Background: an optimization exercise with open tools, aiming at small area and a short achievable clock period. Do not read the settings as production practice. Function was checked by simulation only, so behaviour that the tests miss may differ from the original. Power figures rest on the tool's default switching activity, not on a simulated workload.

`flow/flow/run.sh`:
```
#!/bin/bash
# The standard layout (standard.sh, unchanged synthesis), except that the
# port buffers that global placement inserts are plain buf_2 cells instead of
# the delay buffers buffer_ports picks by default.
set -euo pipefail
export BUFFER_PORTS_ARGS="-buffer_cell sky130_fd_sc_hd__buf_2"
bash standard.sh > flow_make.log 2>&1
```
`flow/standard.sh`:
```
#!/bin/bash
# synth_recipe.tcl (not shown) runs the flow's synth.tcl, then flattens the netlist and writes it again
# the make line also repeats each setting of config.mk as NAME=value (left out here)
make -C /OpenROAD-flow-scripts/flow DESIGN_CONFIG=/design/flow/config.mk WORK_HOME=/design/flow/orfs CLKGATE_MAP_FILE= SYNTH_SCRIPT=/design/flow/synth_recipe.tcl "${@:-finish}"
```
`flow/config.mk`:
```
export PLATFORM = sky130hd
export DESIGN_NAME = moving_avg_top
export DESIGN_NICKNAME = moving_avg_top
export VERILOG_FILES = /design/flow/design.v
export SDC_FILE = /design/flow/constraint.sdc
export NUM_CORES = 4
export LEC_CHECK = 0
export CAP_MARGIN = 20
export CORE_MARGIN = 2
export CORE_UTILIZATION = 40
export CTS_BUF_LIST = sky130_fd_sc_hd__clkbuf_16
export CTS_CLUSTER_DIAMETER = 100
export CTS_CLUSTER_SIZE = 24
export SETUP_SLACK_MARGIN = 2.7
export SLEW_MARGIN = 20
export SYNTH_HIERARCHICAL = 1
```
`flow/constraint.sdc`:
```
create_clock -name core_clock -period 4.8 [get_ports {clk}]
set_input_delay 0.9600 -clock core_clock [delete_from_list [all_inputs] [get_ports {clk}]]
set_output_delay 0.9600 -clock core_clock [all_outputs]
set_load 0.01 [all_outputs]
```
`flow/design.v`:
```
module mavg_pre_u #(parameter W = 20) (
	input  [W-1:0] a,
	input  [W-1:0] b,
	output [W-1:0] u
);
	assign u = ~(a ^ b);
endmodule
module mavg_pre_v #(parameter W = 20) (
	input  [W-1:0] a,
	input  [W-1:0] b,
	output [W-1:0] v
);
	assign v = a & ~b;
endmodule
module mavg_merge_s #(parameter W = 20) (
	input  [W-1:0] u,
	input  [W-1:0] c,
	output [W-1:0] sn
);
	assign sn = ~(u ^ c);
endmodule
module mavg_merge_k #(parameter W = 20) (
	input  [W-1:0] u,
	input  [W-1:0] v,
	input  [W-1:0] c,
	output [W-1:0] kn
);
	assign kn = {~(v[W-2:0] | (u[W-2:0] & c[W-2:0])), 1'b0};
endmodule
module mavg_prop #(parameter W = 20) (
	input  [W-1:0] sn,
	input  [W-1:0] kn,
	output [W-1:0] p
);
	assign p = sn ^ kn;
endmodule
module mavg_tprop #(parameter W = 20) (
	input  [W-1:0] sn,
	input  [W-1:0] kn,
	output [W-1:0] t
);
	assign t = ~(sn & kn);
endmodule
module mavg_gen #(parameter W = 20) (
	input  [W-1:0] sn,
	input  [W-1:0] kn,
	output [W-1:0] g
);
	assign g = ~(sn | kn);
endmodule
module mavg_ks #(parameter W = 20, parameter L = 1) (
	input  [W-1:0] gi,
	input  [W-1:0] pi,
	output [W-1:0] go,
	output [W-1:0] po
);
	localparam D = 1 << (L - 1);
	localparam IN_INV = ((L - 1) % 2) == 1;
	genvar j;
	generate
		for (j = 0; j < W; j = j + 1) begin : b
			if (j < D) begin : pass
				assign go[j] = gi[j];
				assign po[j] = pi[j];
			end else begin : op
				localparam K = j - D;
				localparam K_INV = (K < D) ? (K == 1 || (K >= 4 && K < 8) || K >= 16) : IN_INV;
				wire gk_t = K_INV ? ~gi[K] : gi[K];
				if (!IN_INV) begin : t2i
					assign go[j] = ~(gi[j] | (pi[j] & gk_t));
					assign po[j] = ~(pi[j] & pi[K]);
				end else begin : i2t
					assign go[j] = ~(gi[j] & (pi[j] | ~gk_t));
					assign po[j] = ~(pi[j] | pi[K]);
				end
			end
		end
	endgenerate
endmodule
module mavg_presel #(parameter W = 20) (
	input  [W-1:0] p,
	input  [W-1:0] hn,
	input          en,
	output [W-1:0] a1,
	output [W-1:0] a0
);
	assign a1 = en ? p : hn;
	assign a0 = en ? ~p : hn;
endmodule
module mavg_final #(parameter W = 20) (
	input  [W-1:0] a1,
	input  [W-1:0] a0,
	input  [W-1:0] c,
	output [W-1:0] y
);
	assign y[0] = ~a0[0];
	genvar j;
	generate
		for (j = 1; j < W; j = j + 1) begin : b
			if (j - 1 == 1 || (j - 1 >= 4 && j - 1 < 8) || j - 1 >= 16) begin : cinv
				assign y[j] = ~(c[j-1] ? a0[j] : a1[j]);
			end else begin : ctrue
				assign y[j] = ~(c[j-1] ? a1[j] : a0[j]);
			end
		end
	endgenerate
endmodule
module moving_avg_filter #(
	parameter WIDTH = 16,
	parameter N     = 16
)(
	input                         clk,
	input                         rst_n,
	input                         in_valid,
	input      signed [WIDTH-1:0] in_sample,
	output reg                    out_valid,
	output     signed [WIDTH-1:0] out_sample
);
	localparam SHIFT = 4;
	localparam W = WIDTH + SHIFT;
	reg [WIDTH-1:0] window [0:N-2];
	reg [WIDTH-1:0] oldest;   
	reg [SHIFT-1:0] count;    
	reg             full;     
	reg [W-1:0]     sum;
	wire fills = full | (&count);   
	wire [W-1:0] b = {{SHIFT{oldest[WIDTH-1]}}, oldest};
	wire [W-1:0] c = {{SHIFT{in_sample[WIDTH-1]}}, in_sample};
	wire [W-1:0] sel1, sel0, sum_n;
	wire [W-1:0] t0;
	wire [W-1:0] u, v, sn, kn, g0, p0, gn1, pn1, g2, p2, gn3, pn3, g4, p4, gn5, pn5, next_sum;
	mavg_pre_u             u_pru (.a(sum), .b(b), .u(u));
	mavg_pre_v             u_prv (.a(sum), .b(b), .v(v));
	mavg_merge_s           u_mgs (.u(u), .c(c), .sn(sn));
	mavg_merge_k           u_mgk (.u(u), .v(v), .c(c), .kn(kn));
	mavg_prop              u_prp (.sn(sn), .kn(kn), .p(p0));
	mavg_gen               u_gen (.sn(sn), .kn(kn), .g(g0));
	mavg_tprop             u_tpr (.sn(sn), .kn(kn), .t(t0));
	mavg_ks      #(.L(1))  u_ks1 (.gi(g0),  .pi(t0),  .go(gn1), .po(pn1));
	mavg_ks      #(.L(2))  u_ks2 (.gi(gn1), .pi(pn1), .go(g2),  .po(p2));
	mavg_ks      #(.L(3))  u_ks3 (.gi(g2),  .pi(p2),  .go(gn3), .po(pn3));
	mavg_ks      #(.L(4))  u_ks4 (.gi(gn3), .pi(pn3), .go(g4),  .po(p4));
	mavg_ks      #(.L(5))  u_ks5 (.gi(g4),  .pi(p4),  .go(gn5), .po(pn5));
	mavg_presel            u_psl (.p(p0), .hn(sum_n), .en(sum_en), .a1(sel1), .a0(sel0));
	mavg_final             u_fin (.a1(sel1), .a0(sel0), .c(gn5), .y(next_sum));
	assign sum_n = ~(sum & {W{rst_n}});
	wire   sum_en = in_valid & rst_n;
	integer i;
	always @(posedge clk) begin
		sum <= next_sum;
		if (!rst_n)
			oldest <= {WIDTH{1'b0}};
		else if (in_valid)
			oldest <= fills ? window[N-2] : {WIDTH{1'b0}};
		if (in_valid) begin
			window[0] <= in_sample;
			for (i = 1; i < N-1; i = i + 1)
				window[i] <= window[i-1];
		end
	end
	always @(posedge clk or negedge rst_n) begin
		if (!rst_n) begin
			count     <= {SHIFT{1'b0}};
			full      <= 1'b0;
			out_valid <= 1'b0;
		end else begin
			out_valid <= 1'b0;
			if (in_valid) begin
				count     <= count + 1'b1;
				if (&count) full <= 1'b1;
				out_valid <= fills;
			end
		end
	end
	assign out_sample = sum[W-1:SHIFT];
endmodule
module moving_avg_top #(
    parameter FILTER_TYPE =  0,     
    parameter WIDTH       = 16,
    parameter N           = 16,
    parameter SHIFT       =  4,
    parameter DO_ROUND    =  0,
    parameter K           =  3
)(
    input                     clk,
    input                     rst_n,
    input                     in_valid,
    input  signed [WIDTH-1:0] in_sample,
    output                    out_valid,
    output signed [WIDTH-1:0] out_sample
);
    wire                     out_valid_w;
    wire signed [WIDTH-1:0]  out_sample_w;
    generate
        if (FILTER_TYPE == 0) begin : gen_win_buffer
            moving_avg_filter #(
                .WIDTH (WIDTH),
                .N     (N)
            ) u_filter (
                .clk        (clk),
                .rst_n      (rst_n),
                .in_valid   (in_valid),
                .in_sample  (in_sample),
                .out_valid  (out_valid_w),
                .out_sample (out_sample_w)
            );
        end else begin : gen_default
            moving_avg_filter #(
                .WIDTH (WIDTH),
                .N     (N)
            ) u_filter (
                .clk        (clk),
                .rst_n      (rst_n),
                .in_valid   (in_valid),
                .in_sample  (in_sample),
                .out_valid  (out_valid_w),
                .out_sample (out_sample_w)
            );
        end
    endgenerate
    assign out_valid  = out_valid_w;
    assign out_sample = out_sample_w;
endmodule
```
==> impl_metrics.csv, run 1 <==
group,metric,value,unit
outcome,status,"no timing/DRC/antenna violations",
floorplan,core.rowCount,60,
routing,wl,17900,µm
final_layout,area_growth,9.67,%
routing,firstDrtPassIters,5,
placement,io_buffers,35,
clock_network,tritoncts,"yes",
placement,pre_cts_slack,1.96,ns
setup_path,path_cells,"clkbuf_4 > xnor2_2 > nand2_1 > a21oi_2 > o21ai_1 > a21oi_1 > o21ai_1 > a21oi_2 > mux2i_1",
final_layout,multi_input_area,0.00288,mm²
placement,dp_hpwl,10800,µm
final_layout,final_nets,758,
routing,drcViolationCount,0,
setup_path,cpMaxStageDelayCell,"xnor2_2",
timing,tightest_slew,0.844,ns
pwr,powerDensity,566,mW/mm²
clock_network,clockBufferDepth,3,
logic_synthesis,synth_nets,763,
final_layout,final.fill_count,2397,
final_layout,postLayoutCoreUtil,44.9,%
routing,drtAntennaViolNets,0,
clock_network,htreeDepth,1,
timing,setup_viol,0,
hold_path,hold_class,"in2async",
setup_path,max_stage_delay,0.25,ns
routing,drt_iter0_drc,385,
global_route,grt_max_degree,185,
global_route,grt_overflow,0,
timing,period_minus_slack,2.07,ns
floorplan,start_util,40.9,%
pwr,ir_worst_vdd,0.329,mV
clock_network,clk_pin_slew_worst_paths,0.10,ns
placement,gp_congestion,0.846,
logic_synthesis,syn_inst,743,
final_layout,finalNonFillerCells,1119,
routing,vias_per_cell,4.81,
setup_path,worst_setup_path_end_kind,"register",
global_route,grt.total_usage,12.3,%
timing,clock_skew,0.0111,ns
clock_network,post_cts_buffers,0,
setup_path,crit_required,5.22,ns
floorplan,ios,36,
floorplan,coreArea,0.0271,mm²
timing,fmax,0.484,GHz
timing,slew_violations,0,
setup_path,cp-start-kind,"primary input",
pwr,power_leakage,4.38,nW
timing,fin_tns_setup,0,ns
placement,dp_cells,1090,
setup_path,arrival,2.49,ns
clock_network,clock_latency,0.49,ns
global_route,grt_pass1_wl,27600,µm
timing,grt_setup_unrepaired,"true",
global_route,antenna_found_initial,0,
floorplan,die_h,170,µm
routing,routed-via-count,5380,
clock_network,cts_buffers,15,
setup_path,path_class,"in2reg",
flow_run,maxCapViolations,0,
clock_network,root_buffer,"clkbuf_16",
final_layout,regArea,0.00811,mm²
timing,hold_ws,0.399,ns
routing,post_drt_wl_per_cell,16.0,µm
final_layout,drive_above_1_share,23.7,%
logic_synthesis,yosys_warnings,8,
timing,max_slew_margin,43.7,%
floorplan,die_x,170,µm
clock_network,cts_sinks,282,
timing,report.final.hold_viol_count,0,
timing,setup_ws,2.73,ns
timing,post-route-period-util,43.1,%
logic_synthesis,synth.cell_area,0.0111,mm²
global_route,grt_pass1_vias,4987,
clock_network,postCtsHoldBufs,0,
floorplan,die_area,0.0291,mm²
logic_synthesis,avgSynthCellArea,14.9,µm²
setup_path,cp_max_fo,10,
final_layout,diodes,0,
## report_power, final
| part | leakage (nW) | internal, mW | switching [mW] | total, mW |
|---|---|---|---|---|
| clock network | 0.240 | 0.579 | 0.728 | 1.31 |
| logic | 1.41 | 0.999 | 1.44 | 2.44 |
| registers | 2.73 | 2.93 | 0.204 | 3.14 |
| total | 4.38 | 4.51 | 2.37 | 6.88 |
## placed cells by master (no fill, tap or decap), types with 2 or more instances in the layout
cell,instances
edfxtp_1,240
nor2_1,36
clkinv_2,2
clkbuf_16,16
xor2_1,21
dfxtp_2,23
and2_2,2
clkbuf_4,2
a32o_1,16
o21ai_0,9
a21oi_2,32
nand2_1,103
mux2i_1,19
dfxtp_1,12
xnor2_1,9
dfrtp_1,6
nand2b_1,19
xnor2_4,4
o21ai_1,35
inv_1,15
nor2b_4,19
a21oi_1,23
o21ai_2,3
buf_2,32
xnor2_2,29
## stage by stage
step                      area, µm²  power (mW)
final                         12200        6.88
after global routing          12200        7.33
after CTS                     11900        6.84
after detailed placement      11400        5.45
after global placement        11400        5.43
after floorplan               11200        5.31
## flip-flops by register name, summed over array words and instances (netlist names)
name and flops:
gen_win_buffer.u_filter.full 1, gen_win_buffer.u_filter.sum 20, gen_win_buffer.u_filter.count 4, gen_win_buffer.u_filter.window 240, gen_win_buffer.u_filter.out_valid 1, gen_win_buffer.u_filter.oldest 16
## worst max-delay path, delay by kind of cell
| family | cells | cell delay [ns] |
|---|---|---|
| buffers and inverters | 1 | 0.22 |
| multiplexers | 1 | 0.21 |
| AND/OR/NAND/NOR | 1 | 0.15 |
| XOR/XNOR | 1 | 0.25 |
| AO/OA/AOI/OAI | 5 | 0.70 |
## per-layer routing
metal,global-route usage [%],share of wire [%],vias up,wire (µm)
li1,-,-,2605,-
met1,18.2,50,2674,8880
met2,18.6,45,80,7990
met3,2.36,3.8,21,677
met4,3.27,2.2,0,393
met5,0,0,-,0
## area by class of cell
class                   instances  area share [%]
repair buffers                 38            2.06
multi-input cells             393            23.7
inverters                       8           0.247
clock buffers                  15            3.09
well taps                     372            3.83
flip-flops and latches        282            66.7
clock inverters                11           0.401
## path summary, 6_finish.rpt
check | start | endpoint | slack, ns | cells past startpoint
setup / recovery | in_sample[15] | gen_win_buffer.u_filter.sum[17] | 2.73 | 9
hold / removal | rst_n | gen_win_buffer.u_filter.out_valid | 0.40 | 1
setup reg to reg | gen_win_buffer.u_filter.sum[0] | gen_win_buffer.u_filter.sum[15] | 2.77 | 8
hold reg to reg | gen_win_buffer.u_filter.window[12][10] | gen_win_buffer.u_filter.window[13][10] | 0.41 | 0
max in group asynchronous | rst_n | gen_win_buffer.u_filter.count[0] | 4.12 | 1
min in group core_clock | gen_win_buffer.u_filter.window[12][10] | gen_win_buffer.u_filter.window[13][10] | 0.41 | 0
## repair_timing
item,CTS,global route
setup endpoints to repair,33,161
gates cloned,1,2
pin swaps,2,4
gates resized for setup,19,45
==> run 2, diff against run 1 <==
--- a/flow/design.v
+++ b/flow/design.v
@@ -1,16 +1,18 @@
-module mavg_pre_u #(parameter W = 20) (
+module mavg_pre_u #(parameter W = 20, parameter B = 16) (
 	input  [W-1:0] a,
-	input  [W-1:0] b,
+	input  [B-1:0] b,
+	input          bsn,
 	output [W-1:0] u
 );
-	assign u = ~(a ^ b);
-endmodule
-module mavg_pre_v #(parameter W = 20) (
+	assign u = {a[W-1:B] ^ {(W-B){bsn}}, ~(a[B-1:0] ^ b)};
+endmodule
+module mavg_pre_v #(parameter W = 20, parameter B = 16) (
 	input  [W-1:0] a,
-	input  [W-1:0] b,
+	input  [B-1:0] b,
+	input          bsn,
 	output [W-1:0] v
 );
-	assign v = a & ~b;
+	assign v = {a[W-1:B] & {(W-B){bsn}}, a[B-1:0] & ~b};
 endmodule
 module mavg_merge_s #(parameter W = 20) (
 	input  [W-1:0] u,
@@ -120,17 +122,17 @@
 	localparam W = WIDTH + SHIFT;
 	reg [WIDTH-1:0] window [0:N-2];
 	reg [WIDTH-1:0] oldest;   
+	reg             oldest_sign_n;   
 	reg [SHIFT-1:0] count;    
 	reg             full;     
 	reg [W-1:0]     sum;
 	wire fills = full | (&count);   
-	wire [W-1:0] b = {{SHIFT{oldest[WIDTH-1]}}, oldest};
 	wire [W-1:0] c = {{SHIFT{in_sample[WIDTH-1]}}, in_sample};
 	wire [W-1:0] sel1, sel0, sum_n;
 	wire [W-1:0] t0;
 	wire [W-1:0] u, v, sn, kn, g0, p0, gn1, pn1, g2, p2, gn3, pn3, g4, p4, gn5, pn5, next_sum;
-	mavg_pre_u             u_pru (.a(sum), .b(b), .u(u));
-	mavg_pre_v             u_prv (.a(sum), .b(b), .v(v));
+	mavg_pre_u             u_pru (.a(sum), .b(oldest), .bsn(oldest_sign_n), .u(u));
+	mavg_pre_v             u_prv (.a(sum), .b(oldest), .bsn(oldest_sign_n), .v(v));
 	mavg_merge_s           u_mgs (.u(u), .c(c), .sn(sn));
 	mavg_merge_k           u_mgk (.u(u), .v(v), .c(c), .kn(kn));
 	mavg_prop              u_prp (.sn(sn), .kn(kn), .p(p0));
@@ -148,10 +150,13 @@
 	integer i;
 	always @(posedge clk) begin
 		sum <= next_sum;
-		if (!rst_n)
-			oldest <= {WIDTH{1'b0}};
-		else if (in_valid)
-			oldest <= fills ? window[N-2] : {WIDTH{1'b0}};
+		if (!rst_n) begin
+			oldest        <= {WIDTH{1'b0}};
+			oldest_sign_n <= 1'b1;
+		end else if (in_valid) begin
+			oldest        <= fills ? window[N-2] : {WIDTH{1'b0}};
+			oldest_sign_n <= ~(fills & window[N-2][WIDTH-1]);
+		end
 		if (in_valid) begin
 			window[0] <= in_sample;
 			for (i = 1; i < N-1; i = i + 1)
--- a/flow/config.mk
+++ b/flow/config.mk
@@ -11,6 +11,6 @@
 export CTS_BUF_LIST = sky130_fd_sc_hd__clkbuf_16
 export CTS_CLUSTER_DIAMETER = 100
 export CTS_CLUSTER_SIZE = 24
-export SETUP_SLACK_MARGIN = 2.7
+export SETUP_SLACK_MARGIN = 2.6
 export SLEW_MARGIN = 20
 export SYNTH_HIERARCHICAL = 1
==> impl_metrics.csv, run 2 <==
group,metric,value,unit
outcome,status,"no timing/DRC/antenna violations",
hold_path,hold_class,"reg2reg",
final_layout,regMostFlops,"gen_win_buffer.u_filter.window",
final_layout,reg_top3,"gen_win_buffer.u_filter.window: 240 flops, gen_win_buffer.u_filter.sum: 20 flops, gen_win_buffer.u_filter.oldest: 16 flops",
pwr,power_leakage,4.27,nW
clock_network,clk_pin_slew_worst_paths,0.10,ns
pwr,p_int,4.37,mW
clock_network,cts_sinks,283,
timing,hold_ws,0.411,ns
clock_network,postCtsHoldBufs,0,
routing,post_drt_wl_per_cell,16.7,µm
floorplan,start_util,40.7,%
final_layout,drive_above_1_share,15.4,%
final_layout,regArea,0.00810,mm²
routing,drtAntennaViolNets,0,
timing,fmax,0.456,GHz
setup_path,rr_startpoint,"gen_win_buffer.u_filter.oldest[9]",
timing,slew_violations,0,
hold_path,hp-start,"gen_win_buffer.u_filter.window[4][2]",
final_layout,finalNonFillerCells,1090,
pwr,switching_share,34.6,%
logic_synthesis,avgSynthCellArea,14.7,µm²
setup_path,cp-start-kind,"primary input",
timing,grt_setup_unrepaired,"true",
pwr,pwr-share-clk,19.4,%
clock_network,htreeDepth,1,
setup_path,r2r_end,"gen_win_buffer.u_filter.sum[18]",
timing,max_slew_margin,38.9,%
floorplan,die_area,0.0288,mm²
setup_path,cp_max_fo,3,
logic_synthesis,yosys_warnings,8,
timing,post-route-period-util,45.7,%
pwr,power_frac_seq,46.4,%
setup_path,critPathLaunch,"in_sample[9]",
setup_path,crit_required,5.22,ns
timing,tightest_slew,0.916,ns
global_route,grt.total_usage,12.6,%
pwr,powerDensity,566,mW/mm²
floorplan,core.rowCount,60,
routing,firstDrtPassIters,5,
setup_path,path_class,"in2reg",
global_route,antenna_found_initial,0,
pwr,p_switching,2.31,mW
clock_network,clock_latency,0.49,ns
routing,vias_per_cell,4.93,
final_layout,final_nets,761,
floorplan,die_h,170,µm
final_layout,multi_input_area,0.00259,mm²
global_route,grt_max_degree,130,
global_route,grt_overflow,0,
clock_network,clockBufferDepth,3,
floorplan,coreArea,0.0270,mm²
global_route,grt_pass1_vias,5145,
routing,drcViolationCount,0,
global_route,grt_pass1_wl,28300,µm
pwr,ir_worst_vdd,0.275,mV
placement,io_buffers,35,
placement,dp_hpwl,10900,µm
timing,report.final.hold_viol_count,0,
setup_path,cp-endpoint,"gen_win_buffer.u_filter.sum[18]",
routing,routed-via-count,5374,
final_layout,final.fill_count,2407,
logic_synthesis,syn_inst,746,
placement,gp_congestion,0.902,
logic_synthesis,synth.cell_area,0.0110,mm²
clock_network,post_cts_buffers,0,
logic_synthesis,synth_nets,766,
timing,clock_skew,0.0203,ns
timing,period_minus_slack,2.19,ns
setup_path,rr_worst_depth,9,
final_layout,area_growth,7.65,%
floorplan,die_x,170,µm
setup_path,regToRegSetupSlack,2.69,ns
pwr,comb_power_share,34.3,%
setup_path,worst_setup_path_end_kind,"register",
setup_path,arrival,2.62,ns
clock_network,cts_buffers,15,
timing,setup_viol,0,
clock_network,root_buffer,"clkbuf_16",
routing,wl,18200,µm
final_layout,final_common_cell,"edfxtp_1",
final_layout,diodes,0,
placement,dp_cells,1063,
timing,fin_tns_setup,0,ns
final_layout,largest_reg_flops,240,
final_layout,most-common-layout-cells,"240 x edfxtp_1, 103 x nand2_1, 37 x nor2_1",
routing,drt_iter0_drc,393,
clock_network,tritoncts,"yes",
floorplan,ios,36,
flow_run,maxCapViolations,0,
hold_path,min_path_cells,0,
==> run 2: power by group through the flow <==
stage	registers (mW)	logic, mW	clock network, mW
after floorplan	3.09	2.08	0
after global placement	3.14	2.14	0
after detailed placement	3.14	2.17	0
after CTS	3.09	2.21	1.37
after global routing	3.14	2.54	1.45
final	3.10	2.29	1.29
==> run 2: repair_timing <==
| action | in CTS | in global routing |
|---|---|---|
| endpoints found under the setup margin | 110 | 18 |
| pin swaps | 1 | 0 |
| cloned | 1 | 1 |
| resized for setup | 11 | 23 |
==> run 2: through the flow <==
step | util [%] | setup WS [ns] | cell area (µm²) | power [mW]
2_1_floorplan | - | 2.61 | 11000 | 5.18
3_3_place_gp | 41.4 | 1.67 | 11200 | 5.28
3_5_place_dp | 41.4 | 1.60 | 11200 | 5.31
4_1_cts | 43.2 | 2.63 | 11600 | 6.67
5_1_grt | 43.8 | 2.49 | 11800 | 7.13
6_report | 43.8 | 2.61 | 11800 | 6.69
==> run 2: worst max-delay path: stages <==
cell     delay [ns]
buf_2          0.17
xnor2_2        0.22
nand2_1        0.15
a21oi_1        0.26
o21ai_1        0.15
a21oi_1        0.23
o21ai_1        0.12
a21oi_2        0.16
mux2i_1        0.19
==> run 2: cell type report <==
class                      count  area share, %
sequential                   283           68.5
tap                          341           3.61
inverter                       9          0.286
clock buffer                  15           3.18
timing repair buffer          39           2.13
multi-input combinational    393           21.9
clock inverter                10          0.339
==> run 2: worst min-delay path by stage <==
stage                                        endpoint  slack [ns]
2_1_floorplan   gen_win_buffer.u_filter.window[10][0]        0.40
3_3_place_gp   gen_win_buffer.u_filter.window[14][10]        0.40
3_5_place_dp    gen_win_buffer.u_filter.window[13][0]        0.40
4_1_cts          gen_win_buffer.u_filter.window[5][2]        0.42
5_1_grt             gen_win_buffer.u_filter.out_valid        0.40
6_report         gen_win_buffer.u_filter.window[5][2]        0.41
==> run 2: per-layer routing <==
metal	share of wire [%]	global-route usage, %	vias to the layer above
met3	4.7	2.64	24
li1	-	-	2614
met1	51	19.2	2657
met5	0	0	-
met4	2.0	2.79	0
met2	42	18.5	79
==> run 3, diff against run 2 <==
--- a/flow/config.mk
+++ b/flow/config.mk
@@ -11,6 +11,6 @@
 export CTS_BUF_LIST = sky130_fd_sc_hd__clkbuf_16
 export CTS_CLUSTER_DIAMETER = 100
 export CTS_CLUSTER_SIZE = 24
-export SETUP_SLACK_MARGIN = 2.6
+export SETUP_SLACK_MARGIN = 2.5
 export SLEW_MARGIN = 20
 export SYNTH_HIERARCHICAL = 1
==> impl_metrics.csv, run 3 <==
group,metric,value,unit
pwr,powerDensity,562,mW/mm²
timing,setup_viol,0,
floorplan,coreArea,0.0270,mm²
final_layout,diodes,0,
floorplan,die_area,0.0288,mm²
setup_path,cp-start-kind,"primary input",
timing,max_slew_margin,43.3,%
clock_network,cts_buffers,15,
hold_path,hold_class,"reg2reg",
setup_path,critPathLaunch,"in_sample[2]",
floorplan,die_x,170,µm
floorplan,die_h,170,µm
clock_network,tritoncts,"yes",
final_layout,drive_above_1_share,13.4,%
timing,clock_skew,0.0174,ns
final_layout,finalInstanceArea,0.0117,mm²
clock_network,root_buffer,"clkbuf_16",
final_layout,area_growth,6.72,%
global_route,grt_overflow,0,
placement,dp_hpwl,10500,µm
pwr,power_frac_seq,46.9,%
timing,post-route-period-util,46.0,%
setup_path,regToRegSetupSlack,2.66,ns
placement,dp_cells,1063,
global_route,grt_pass1_wl,27500,µm
setup_path,max_stage_delay,0.33,ns
setup_path,arrival,2.62,ns
final_layout,final_nets,763,
timing,report.final.hold_viol_count,0,
setup_path,cp_max_fo,3,
final_layout,regMostFlops,"gen_win_buffer.u_filter.window",
setup_path,path_class,"in2reg",
placement,pre_cts_slack,1.86,ns
timing,fin_tns_setup,0,ns
placement,gp_congestion,0.868,
clock_network,htreeDepth,1,
clock_network,cts_sinks,283,
routing,firstDrtPassIters,5,
floorplan,ios,36,
setup_path,path_cells,"buf_2 > xnor2_1 > nand2_1 > a21oi_1 > o21ai_1 > a21oi_1 > o21ai_1 > a21oi_2 > mux2i_1",
outcome,status,"no timing/DRC/antenna violations",
final_layout,reg_top3,"gen_win_buffer.u_filter.window: 240 flops, gen_win_buffer.u_filter.sum: 20 flops, gen_win_buffer.u_filter.oldest: 16 flops",
placement,io_buffers,35,
floorplan,start_util,40.7,%
routing,drtAntennaViolNets,0,
setup_path,rr_startpoint,"gen_win_buffer.u_filter.oldest[6]",
clock_network,postCtsHoldBufs,0,
pwr,comb_power_share,33.6,%
setup_path,cpMaxStageDelayCell,"xnor2_1",
timing,period_minus_slack,2.21,ns
logic_synthesis,yosys_warnings,8,
final_layout,finalNonFillerCells,1092,
timing,setup_ws,2.59,ns
logic_synthesis,synth_nets,766,
pwr,totalPowerFinal,6.59,mW
logic_synthesis,avgSynthCellArea,14.7,µm²
routing,drcViolationCount,0,
pwr,switching_share,34.2,%
placement,dpl_cell_area,0.0111,mm²
final_layout,largest_reg_flops,240,
timing,grt_setup_unrepaired,"false",
pwr,pwr-share-clk,19.5,%
clock_network,clock_latency,0.49,ns
pwr,power_leakage,4.21,nW
routing,wl,17200,µm
final_layout,postLayoutCoreUtil,43.5,%
routing,routed-via-count,5317,
global_route,grt_max_degree,149,
routing,vias_per_cell,4.87,
pwr,ir_worst_vdd,0.254,mV
pwr,p_switching,2.25,mW
timing,hold_ws,0.407,ns
hold_path,hp-start,"gen_win_buffer.u_filter.window[11][3]",
logic_synthesis,synth.cell_area,0.0110,mm²
pwr,p_int,4.34,mW
setup_path,worst_setup_path_end_kind,"register",
floorplan,core.rowCount,60,
timing,fmax,0.453,GHz
final_layout,most-common-layout-cells,"240 x edfxtp_1, 103 x nand2_1, 37 x nor2_1",
global_route,grt_pass1_vias,5099,
global_route,antenna_found_initial,0,
logic_synthesis,syn_inst,746,
setup_path,crit_required,5.21,ns
timing,slew_violations,0,
final_layout,final_common_cell,"edfxtp_1",
clock_network,clk_pin_slew_worst_paths,0.09,ns
routing,drt_iter0_drc,384,
flow_run,maxCapViolations,0,
global_route,grt.total_usage,12.1,%
clock_network,clockBufferDepth,3,
routing,post_drt_wl_per_cell,15.8,µm
timing,tightest_slew,0.851,ns
[run 3: layout make-up]
class	count	area, µm²
well taps	341	427
clock inverters	10	40.0
repair buffers	41	268
inverters	9	33.8
fillers	2379	15200
multi-input cells	393	2470
flip-flops and latches	283	8100
clock buffers	15	375
[run 3: critical path: cells and delay by family]
family | cells | cell delay (ns)
xor+xnor | 1 | 0.33
simple gates | 1 | 0.15
compound gates | 5 | 0.83
buf+inv | 1 | 0.15
mux | 1 | 0.21
[run 3: timing repair]
item	4_1_cts	5_1_grt
pin swaps	1	1
setup endpoints to repair	12	24
cloned	1	1
endpoints found under the hold margin	0	0
setup buffers	0	2
resized for setup	2	15
[run 3: path summary, 6_finish.rpt]
kind,to,cells after the start
max reg2reg,gen_win_buffer.u_filter.sum[17],9
min,gen_win_buffer.u_filter.window[12][3],0
max,gen_win_buffer.u_filter.sum[17],9
min in group asynchronous,gen_win_buffer.u_filter.out_valid,1
min reg2reg,gen_win_buffer.u_filter.window[12][3],0
max in group asynchronous,gen_win_buffer.u_filter.count[0],1
[run 3: power by group through the flow]
stage | sequential (mW) | combinational (mW) | clock, mW
floorplan | 3.09 | 2.07 | 0
finish | 3.09 | 2.21 | 1.29
global placement | 3.13 | 2.13 | 0
CTS | 3.09 | 2.17 | 1.36
detailed placement | 3.14 | 2.15 | 0
global route | 3.13 | 2.47 | 1.44
[run 3: layer usage]
| metal | vias to the layer above | part of all wire, % | GRT usage (%) | wire (µm) |
|---|---|---|---|---|
| met1 | 2596 | 51 | 18.7 | 8790 |
| met4 | 0 | 2.0 | 2.94 | 344 |
| met5 | - | 0 | 0 | 0 |
| met3 | 21 | 4.6 | 2.50 | 798 |
| met2 | 86 | 42 | 17.5 | 7300 |
| li1 | 2614 | - | - | - |
==> run 4, diff against run 3 <==
--- a/flow/config.mk
+++ b/flow/config.mk
@@ -11,6 +11,6 @@
 export CTS_BUF_LIST = sky130_fd_sc_hd__clkbuf_16
 export CTS_CLUSTER_DIAMETER = 100
 export CTS_CLUSTER_SIZE = 24
-export SETUP_SLACK_MARGIN = 2.5
+export SETUP_SLACK_MARGIN = 2.8
 export SLEW_MARGIN = 20
 export SYNTH_HIERARCHICAL = 1
==> impl_metrics.csv, run 4 <==
group,metric,value,unit
hold_path,hp-start,"gen_win_buffer.u_filter.window[8][15]",
timing,setup_viol,0,
final_layout,most-common-layout-cells,"240 x edfxtp_1, 92 x nand2_1, 30 x o21ai_1",
timing,period_minus_slack,2.02,ns
routing,firstDrtPassIters,5,
clock_network,htreeDepth,1,
pwr,comb_power_share,39.7,%
final_layout,area_growth,16.3,%
flow_run,maxCapViolations,0,
hold_path,min_path_cells,0,
setup_path,cpMaxStageDelayCell,"dfxtp_2",
final_layout,final_nets,774,
final_layout,final_common_cell,"edfxtp_1",
pwr,p_int,4.83,mW
final_layout,reg_top3,"gen_win_buffer.u_filter.window: 240 flops, gen_win_buffer.u_filter.sum: 20 flops, gen_win_buffer.u_filter.oldest: 16 flops",
placement,io_buffers,35,
setup_path,regToRegSetupSlack,2.86,ns
clock_network,clock_latency,0.49,ns
global_route,grt_overflow,0,
logic_synthesis,synth_nets,766,
floorplan,die_area,0.0288,mm²
routing,post_drt_wl_per_cell,16.3,µm
logic_synthesis,yosys_warnings,8,
setup_path,rr_startpoint,"gen_win_buffer.u_filter.sum[2]",
routing,drtAntennaViolNets,0,
pwr,power_leakage,4.51,nW
final_layout,multi_input_area,0.00329,mm²
setup_path,r2r_end,"gen_win_buffer.u_filter.sum[17]",
global_route,grt_pass1_vias,5024,
timing,grt_setup_unrepaired,"true",
setup_path,path_class,"reg2out",
clock_network,cts_sinks,283,
clock_network,cts_buffers,15,
final_layout,final.fill_count,2276,
setup_path,worst_setup_path_end_kind,"primary output",
global_route,grt.total_usage,12.2,%
pwr,p_switching,2.61,mW
final_layout,regArea,0.00817,mm²
timing,report.final.hold_viol_count,0,
routing,routed-via-count,5391,
pwr,totalPowerFinal,7.44,mW
pwr,powerDensity,583,mW/mm²
setup_path,path_cells,"buf_4",
logic_synthesis,avgSynthCellArea,14.7,µm²
clock_network,tritoncts,"yes",
pwr,pwr-share-clk,17.3,%
final_layout,regMostFlops,"gen_win_buffer.u_filter.window",
setup_path,cp-start-kind,"register",
timing,fin_tns_setup,0,ns
clock_network,postCtsHoldBufs,0,
floorplan,die_h,170,µm
placement,dp_cells,1064,
timing,hold_ws,0.417,ns
routing,vias_per_cell,4.89,
floorplan,core.rowCount,60,
outcome,status,"no timing/DRC/antenna violations",
setup_path,crit_family,"flip-flops",
global_route,grt_pass1_wl,27700,µm
global_route,grt_max_degree,100,
hold_path,hold_end,"gen_win_buffer.u_filter.window[9][15]",
timing,max_slew_margin,38.4,%
setup_path,crit_buf_inv,1,
setup_path,cp_max_fo,4,
final_layout,diodes,0,
pwr,switching_share,35.0,%
global_route,antenna_found_initial,0,
clock_network,root_buffer,"clkbuf_16",
setup_path,arrival,1.06,ns
placement,dp_hpwl,10400,µm
final_layout,largest_reg_flops,240,
clock_network,clockBufferDepth,3,
floorplan,die_x,170,µm
setup_path,max_stage_delay,0.42,ns
pwr,power_frac_seq,43.1,%
clock_network,clk_pin_slew_worst_paths,0.10,ns
routing,drt_iter0_drc,427,
timing,slew_violations,0,
placement,gp_congestion,0.841,
setup_path,rr_worst_depth,9,
setup_path,crit_required,3.84,ns
timing,tightest_slew,0.924,ns
floorplan,start_util,40.7,%
routing,wl,17900,µm
timing,post-route-period-util,42.1,%
logic_synthesis,synth.cell_area,0.0110,mm²
logic_synthesis,syn_inst,746,
pwr,ir_worst_vdd,0.251,mV
hold_path,hold_class,"reg2reg",
timing,clock_skew,0.0140,ns
floorplan,ios,36,
floorplan,coreArea,0.0270,mm²
final_layout,postLayoutCoreUtil,47.4,%
final_layout,drive_above_1_share,28.3,%
final_layout,finalNonFillerCells,1103,
routing,drcViolationCount,0,
timing,fmax,0.495,GHz
[run 4: layout make-up]
type,count,share of cell area [%]
clock buffers,15,2.94
clock inverters,10,0.314
inverters,9,0.265
multi-input cells,394,25.8
flip-flops and latches,283,64.0
well taps,341,3.34
repair buffers,51,3.33
[run 4: metrics by stage]
stage | cell area [µm²] | worst slack, ns
floorplan | 11300 | 2.73
global placement | 11500 | 1.87
detailed placement | 11500 | 1.82
CTS | 12200 | 2.76
global route | 12800 | 2.72
finish | 12800 | 2.78
[run 4: per-layer routing]
| metal | routed length [µm] | global-route usage [%] | vias to the layer above |
|---|---|---|---|
| met4 | 341 | 2.97 | 0 |
| li1 | - | - | 2651 |
| met5 | 0 | 0 | - |
| met1 | 8950 | 18.7 | 2642 |
| met3 | 785 | 2.50 | 17 |
| met2 | 7850 | 17.8 | 81 |
[run 4: what timing repair did]
| item | CTS | global route |
|---|---|---|
| setup buffers | 1 | 11 |
| setup endpoints to repair | 190 | 143 |
| gates resized for setup | 59 | 107 |
| cloned | 1 | 1 |
| pin swaps | 3 | 21 |
[run 4: power by group through the flow]
| stage | clock (mW) | combinational (mW) | sequential [mW] |
|---|---|---|---|
| floorplan | 0 | 2.32 | 3.09 |
| global placement | 0 | 2.38 | 3.14 |
| detailed placement | 0 | 2.40 | 3.14 |
| CTS | 1.36 | 2.53 | 3.14 |
| global route | 1.43 | 3.24 | 3.24 |
| finish | 1.28 | 2.95 | 3.20 |
[run 4: worst max-delay path by stage]
stage,slack [ns],startpoint,cells after the start,to
after global placement,1.87,in_valid,5,gen_win_buffer.u_filter.sum[2]
after detailed placement,1.82,in_valid,5,gen_win_buffer.u_filter.sum[8]
final,2.78,gen_win_buffer.u_filter.sum[18],1,out_sample[14]
after floorplan,2.73,in_sample[0],10,gen_win_buffer.u_filter.sum[11]
after global routing,2.72,gen_win_buffer.u_filter.sum[2],9,gen_win_buffer.u_filter.sum[17]
after CTS,2.76,gen_win_buffer.u_filter.oldest[5],9,gen_win_buffer.u_filter.sum[19]
==> run 5, diff against run 4 <==
--- a/flow/config.mk
+++ b/flow/config.mk
@@ -11,6 +11,6 @@
 export CTS_BUF_LIST = sky130_fd_sc_hd__clkbuf_16
 export CTS_CLUSTER_DIAMETER = 100
 export CTS_CLUSTER_SIZE = 24
-export SETUP_SLACK_MARGIN = 2.8
+export SETUP_SLACK_MARGIN = 2.7
 export SLEW_MARGIN = 20
 export SYNTH_HIERARCHICAL = 1
==> impl_metrics.csv, run 5 <==
group,metric,value,unit
final_layout,final.fill_count,2354,
routing,drtAntennaViolNets,0,
setup_path,regToRegSetupSlack,2.79,ns
final_layout,diodes,0,
logic_synthesis,avgSynthCellArea,14.7,µm²
logic_synthesis,synth.cell_area,0.0110,mm²
global_route,global_route.usage.met2,17.8,%
setup_path,cp-start-kind,"register",
clock_network,clockBufferDepth,3,
routing,vias_per_cell,4.87,
placement,dp_hpwl,10700,µm
final_layout,most-common-layout-cells,"240 x edfxtp_1, 102 x nand2_1, 36 x nor2_1",
timing,clock_skew,0.0171,ns
final_layout,area_growth,9.95,%
global_route,grt_overflow,0,
final_layout,finalInstanceArea,0.0121,mm²
placement,gp_congestion,0.860,
final_layout,drive_above_1_share,20.0,%
floorplan,core.rowCount,60,
pwr,totalPowerFinal,6.86,mW
clock_network,clock_latency,0.49,ns
clock_network,htreeDepth,1,
timing,setup_viol,0,
final_layout,largest_reg_flops,240,
setup_path,crit_family,"flip-flops",
global_route,grt-busiest-layer,"met1",
floorplan,die_x,170,µm
pwr,power_leakage,4.35,nW
hold_path,hold_class,"in2async",
timing,grt_setup_unrepaired,"true",
logic_synthesis,syn_inst,746,
setup_path,max_stage_delay,0.43,ns
clock_network,cts_buffers,15,
floorplan,die_area,0.0288,mm²
setup_path,cp_max_fo,4,
final_layout,reg_top3,"gen_win_buffer.u_filter.window: 240 flops, gen_win_buffer.u_filter.sum: 20 flops, gen_win_buffer.u_filter.oldest: 16 flops",
setup_path,crit_buf_inv,1,
routing,routed-via-count,5330,
timing,tightest_slew,0.919,ns
final_layout,final_nets,766,
pwr,ir_worst_vdd,0.281,mV
flow_run,maxCapViolations,0,
placement,dpl_cell_area,0.0113,mm²
clock_network,postCtsHoldBufs,0,
logic_synthesis,synth_nets,766,
clock_network,cts_sinks,283,
floorplan,start_util,40.7,%
final_layout,final_common_cell,"edfxtp_1",
final_layout,regArea,0.00811,mm²
global_route,grt_pass1_vias,4999,
setup_path,arrival,1.10,ns
routing,drt_iter0_drc,437,
routing,drcViolationCount,0,
final_layout,multi_input_area,0.00281,mm²
setup_path,worst_setup_path_end_kind,"primary output",
clock_network,clk_pin_slew_worst_paths,0.09,ns
timing,fmax,0.485,GHz
timing,max_slew_margin,38.8,%
final_layout,postLayoutCoreUtil,44.8,%
timing,fin_tns_setup,0,ns
pwr,powerDensity,569,mW/mm²
timing,slew_violations,0,
final_layout,regMostFlops,"gen_win_buffer.u_filter.window",
global_route,antenna_found_initial,0,
floorplan,die_h,170,µm
floorplan,ios,36,
global_route,grt_max_degree,161,
logic_synthesis,yosys_warnings,8,
timing,hold_ws,0.415,ns
clock_network,tritoncts,"yes",
floorplan,coreArea,0.0270,mm²
global_route,grt.total_usage,12.4,%
timing,post-route-period-util,43.0,%
setup_path,cpMaxStageDelayCell,"dfxtp_1",
setup_path,crit_required,3.84,ns
global_route,grtUsageMet3,1.82,%
clock_network,root_buffer,"clkbuf_16",
routing,post_drt_wl_per_cell,16.2,µm
setup_path,path_cells,"buf_2",
outcome,status,"no timing/DRC/antenna violations",
routing,wl,17700,µm
routing,firstDrtPassIters,5,
timing,period_minus_slack,2.06,ns
global_route,met1_usage,19.6,%
timing,report.final.hold_viol_count,0,
setup_path,path_class,"reg2out",
placement,io_buffers,35,
global_route,grt_pass1_wl,28000,µm
run 5: path summary, 6_finish.rpt:
| path | from | cells after the start | end |
|---|---|---|---|
| min in group core_clock | gen_win_buffer.u_filter.window[6][2] | 0 | gen_win_buffer.u_filter.window[7][2] |
| worst max-delay path | gen_win_buffer.u_filter.sum[6] | 1 | out_sample[2] |
| worst max register to register | gen_win_buffer.u_filter.oldest[7] | 8 | gen_win_buffer.u_filter.sum[11] |
| max in group asynchronous | rst_n | 1 | gen_win_buffer.u_filter.count[3] |
| worst min-delay path | rst_n | 1 | gen_win_buffer.u_filter.count[2] |
| worst min register to register | gen_win_buffer.u_filter.window[6][2] | 0 | gen_win_buffer.u_filter.window[7][2] |
run 5: cell type report:
class	instances	area share [%]
clock buffer	15	3.11
clock inverter	10	0.342
inverter	9	0.280
multi-input combinational	394	23.3
sequential	283	67.2
tap	341	3.53
timing repair buffer	43	2.28
run 5: report_power, final:
part	internal, mW	leakage [nW]	switching, mW
combinational	0.974	1.39	1.47
clock	0.575	0.233	0.716
sequential	2.93	2.73	0.193
run 5: metal layers:
layer / part of all wire (%) / vias to the layer above / routed length, µm
met2: 43 / 91 / 7630
li1: - / 2624 / -
met4: 2.1 / 0 / 365
met3: 3.7 / 21 / 656
met1: 51 / 2594 / 9050
met5: 0 / - / 0
run 5: repair_timing:
| action | in CTS | in global routing |
|---|---|---|
| cloned | 1 | 1 |
| pin swaps | 2 | 7 |
| gates resized for setup | 13 | 46 |
| setup endpoints to repair | 140 | 28 |
| buffers inserted | 2 | 4 |
| hold endpoints to repair | 0 | 0 |
run 5: metrics by stage:
| stage | std cells | setup WS (ns) |
|---|---|---|
| 2_1_floorplan | 746 | 2.68 |
| 3_3_place_gp | 1062 | 1.92 |
| 3_5_place_dp | 1062 | 1.83 |
| 4_1_cts | 1090 | 2.69 |
| 5_1_grt | 1095 | 2.65 |
| 6_report | 1095 | 2.74 |
==> run 6, diff against run 5 <==
==> flow/flow/run.sh (replaced) <==
#!/bin/bash
# The standard layout (standard.sh, unchanged synthesis), except that the
# port buffers that global placement inserts are plain buf_4 cells instead of
# the delay buffers buffer_ports picks by default.
set -euo pipefail
export BUFFER_PORTS_ARGS="-buffer_cell sky130_fd_sc_hd__buf_4"
bash standard.sh > flow_make.log 2>&1
==> impl_metrics.csv, run 6 <==
group,metric,value,unit
clock_network,htreeDepth,1,
final_layout,most-common-layout-cells,"240 x edfxtp_1, 101 x nand2_1, 41 x buf_4",
placement,gp_congestion,0.800,
timing,period_minus_slack,2.06,ns
clock_network,cts_sinks,283,
floorplan,start_util,40.7,%
timing,fmax,0.485,GHz
routing,post_drt_wl_per_cell,16.2,µm
floorplan,ios,36,
global_route,grt_max_degree,159,
placement,dp_cells,1062,
timing,post-route-period-util,42.9,%
final_layout,regMostFlops,"gen_win_buffer.u_filter.window",
timing,grt_setup_unrepaired,"true",
routing,routed-via-count,5349,
setup_path,crit_required,3.84,ns
hold_path,hold_class,"in2async",
logic_synthesis,syn_inst,746,
routing,wl_met2,7640,µm
routing,firstDrtPassIters,4,
floorplan,core.rowCount,60,
final_layout,reg_top3,"gen_win_buffer.u_filter.window: 240 flops, gen_win_buffer.u_filter.sum: 20 flops, gen_win_buffer.u_filter.oldest: 16 flops",
timing,hold_ws,0.383,ns
pwr,power_leakage,4.36,nW
logic_synthesis,yosys_warnings,8,
final_layout,finalNonFillerCells,1095,
setup_path,critPathLaunch,"gen_win_buffer.u_filter.sum[8]",
setup_path,crit_family,"flip-flops",
routing,drcViolationCount,0,
setup_path,arrival,1.10,ns
placement,io_buffers,35,
final_layout,final.fill_count,2362,
clock_network,tritoncts,"yes",
floorplan,coreArea,0.0270,mm²
clock_network,clock_latency,0.49,ns
setup_path,regToRegSetupSlack,2.79,ns
timing,fin_tns_setup,0,ns
setup_path,cpMaxStageDelayCell,"dfxtp_1",
timing,max_slew_margin,37.8,%
final_layout,area_growth,10.2,%
final_layout,diodes,0,
setup_path,crit_buf_inv,1,
global_route,grt_pass1_wl,28100,µm
clock_network,root_buffer,"clkbuf_16",
logic_synthesis,avgSynthCellArea,14.7,µm²
clock_network,postCtsHoldBufs,0,
logic_synthesis,synth.cell_area,0.0110,mm²
clock_network,clockBufferDepth,3,
pwr,powerDensity,570,mW/mm²
final_layout,postLayoutCoreUtil,44.9,%
timing,clock_skew,0.0161,ns
setup_path,cp_max_fo,4,
routing,route.met3.wl,681,µm
placement,dp_hpwl,10500,µm
setup_path,cp-endpoint,"out_sample[4]",
setup_path,path_class,"reg2out",
final_layout,drive_above_1_share,19.2,%
routing,vias_per_cell,4.88,
routing,drtAntennaViolNets,0,
routing,drt_iter0_drc,404,
routing,highest_layer,"met4",
global_route,grt_pass1_vias,5165,
clock_network,clk_pin_slew_worst_paths,0.09,ns
timing,report.final.hold_viol_count,0,
pwr,ir_worst_vdd,0.268,mV
global_route,grt_overflow,0,
floorplan,die_x,170,µm
setup_path,worst-path-stages,1,
setup_path,rr_startpoint,"gen_win_buffer.u_filter.oldest[2]",
global_route,antenna_found_initial,0,
final_layout,final_nets,766,
floorplan,die_area,0.0288,mm²
setup_path,cp-start-kind,"register",
routing,wl,17800,µm
global_route,grt.total_usage,12.4,%
timing,setup_viol,0,
final_layout,final_common_cell,"edfxtp_1",
setup_path,worst_setup_path_end_kind,"primary output",
final_layout,largest_reg_flops,240,
timing,tightest_slew,0.933,ns
floorplan,die_h,170,µm
setup_path,r2r_end,"gen_win_buffer.u_filter.sum[14]",
setup_path,max_stage_delay,0.45,ns
outcome,status,"no timing/DRC/antenna violations",
pwr,totalPowerFinal,6.90,mW
setup_path,path_cells,"buf_4",
timing,slew_violations,0,
setup_path,rr_worst_depth,8,
flow_run,maxCapViolations,0,
routing,wl_met1,9110,µm
logic_synthesis,synth_nets,766,
clock_network,cts_buffers,15,
[run 6: power by group]
group | internal [mW] | total (mW) | switching, mW
sequential | 2.93 | 3.12 | 0.186
combinational | 1.01 | 2.49 | 1.48
clock | 0.575 | 1.29 | 0.716
[run 6: worst min path at each step]
stage / depth (start not counted) / endpoint / slack (ns)
after global placement: 0 / gen_win_buffer.u_filter.window[9][10] / 0.40
after CTS: 1 / gen_win_buffer.u_filter.out_valid / 0.38
after global routing: 1 / gen_win_buffer.u_filter.count[3] / 0.38
after floorplan: 0 / gen_win_buffer.u_filter.window[10][0] / 0.40
after detailed placement: 0 / gen_win_buffer.u_filter.window[10][1] / 0.40
final: 1 / gen_win_buffer.u_filter.count[3] / 0.38
[run 6: metal layers]
metal	vias to the layer above	GRT usage (%)
met5	-	0
met4	0	2.97
met3	22	2.19
met2	83	17.9
met1	2624	19.3
li1	2620	-
[run 6: layout make-up]
class / count / area, µm² / area share [%]
Sequential cell: 283 / 8100 / 67.0
Inverter: 9 / 33.8 / 0.279
Tap cell: 341 / 427 / 3.53
Clock buffer: 15 / 375 / 3.10
Multi-Input combinational cell: 394 / 2770 / 22.9
Timing Repair Buffer: 43 / 355 / 2.94
Clock inverter: 10 / 40.0 / 0.331
[run 6: timing repair]
| item | in CTS | in global routing |
|---|---|---|
| setup endpoints to repair | 160 | 21 |
| pin swaps | 2 | 9 |
| hold endpoints to repair | 0 | 0 |
| cloned | 1 | 1 |
| gates resized for setup | 11 | 39 |
| setup buffers | 0 | 6 |
[run 6: through the flow]
step	instance area (µm²)	setup WS (ns)
final	12100	2.74
after global routing	12100	2.66
after CTS	11800	2.69
after detailed placement	11400	1.83
after global placement	11400	1.87
after floorplan	11100	2.68

-- port drivers added, routing unchanged --
How much do the figures lean on ideal ports? The routed layouts below were timed once more, with nothing changed but the port constraints. Step 1: set_driving_cell puts a clkbuf_16 on clk and a buf_2 on each other input, an assumption about the parent block. Step 2 moves the port delays by t, midway between the first and last clock arrival at a register: inputs arrive t later, outputs are due t later. That takes back most of the time a late clock gives input paths. a / b / c = no drivers / after step 1 / after step 2; a / b = the first two.
run	shift t [ns]	setup WS [ns]	worst hold slack (ns)
run 1	0.532	2.732 / 2.687 / 2.226	0.399 / 0.378 / 0.411
run 2	0.528	2.606 / 2.627 / 2.099	0.411 / 0.397 / 0.411
run 3	0.522	2.591 / 2.614 / 2.092	0.407 / 0.407 / 0.407
run 4	0.528	2.779 / 2.732 / 2.326	0.417 / 0.415 / 0.417
run 5	0.523	2.736 / 2.693 / 2.215	0.415 / 0.396 / 0.418
run 6	0.526	2.740 / 2.695 / 2.249	0.383 / 0.368 / 0.412
After both steps setup and hold are still met in every run listed. The setup slack of run 5, which loses most, moves by -0.043 ns with the drivers and by -0.521 ns with both steps.
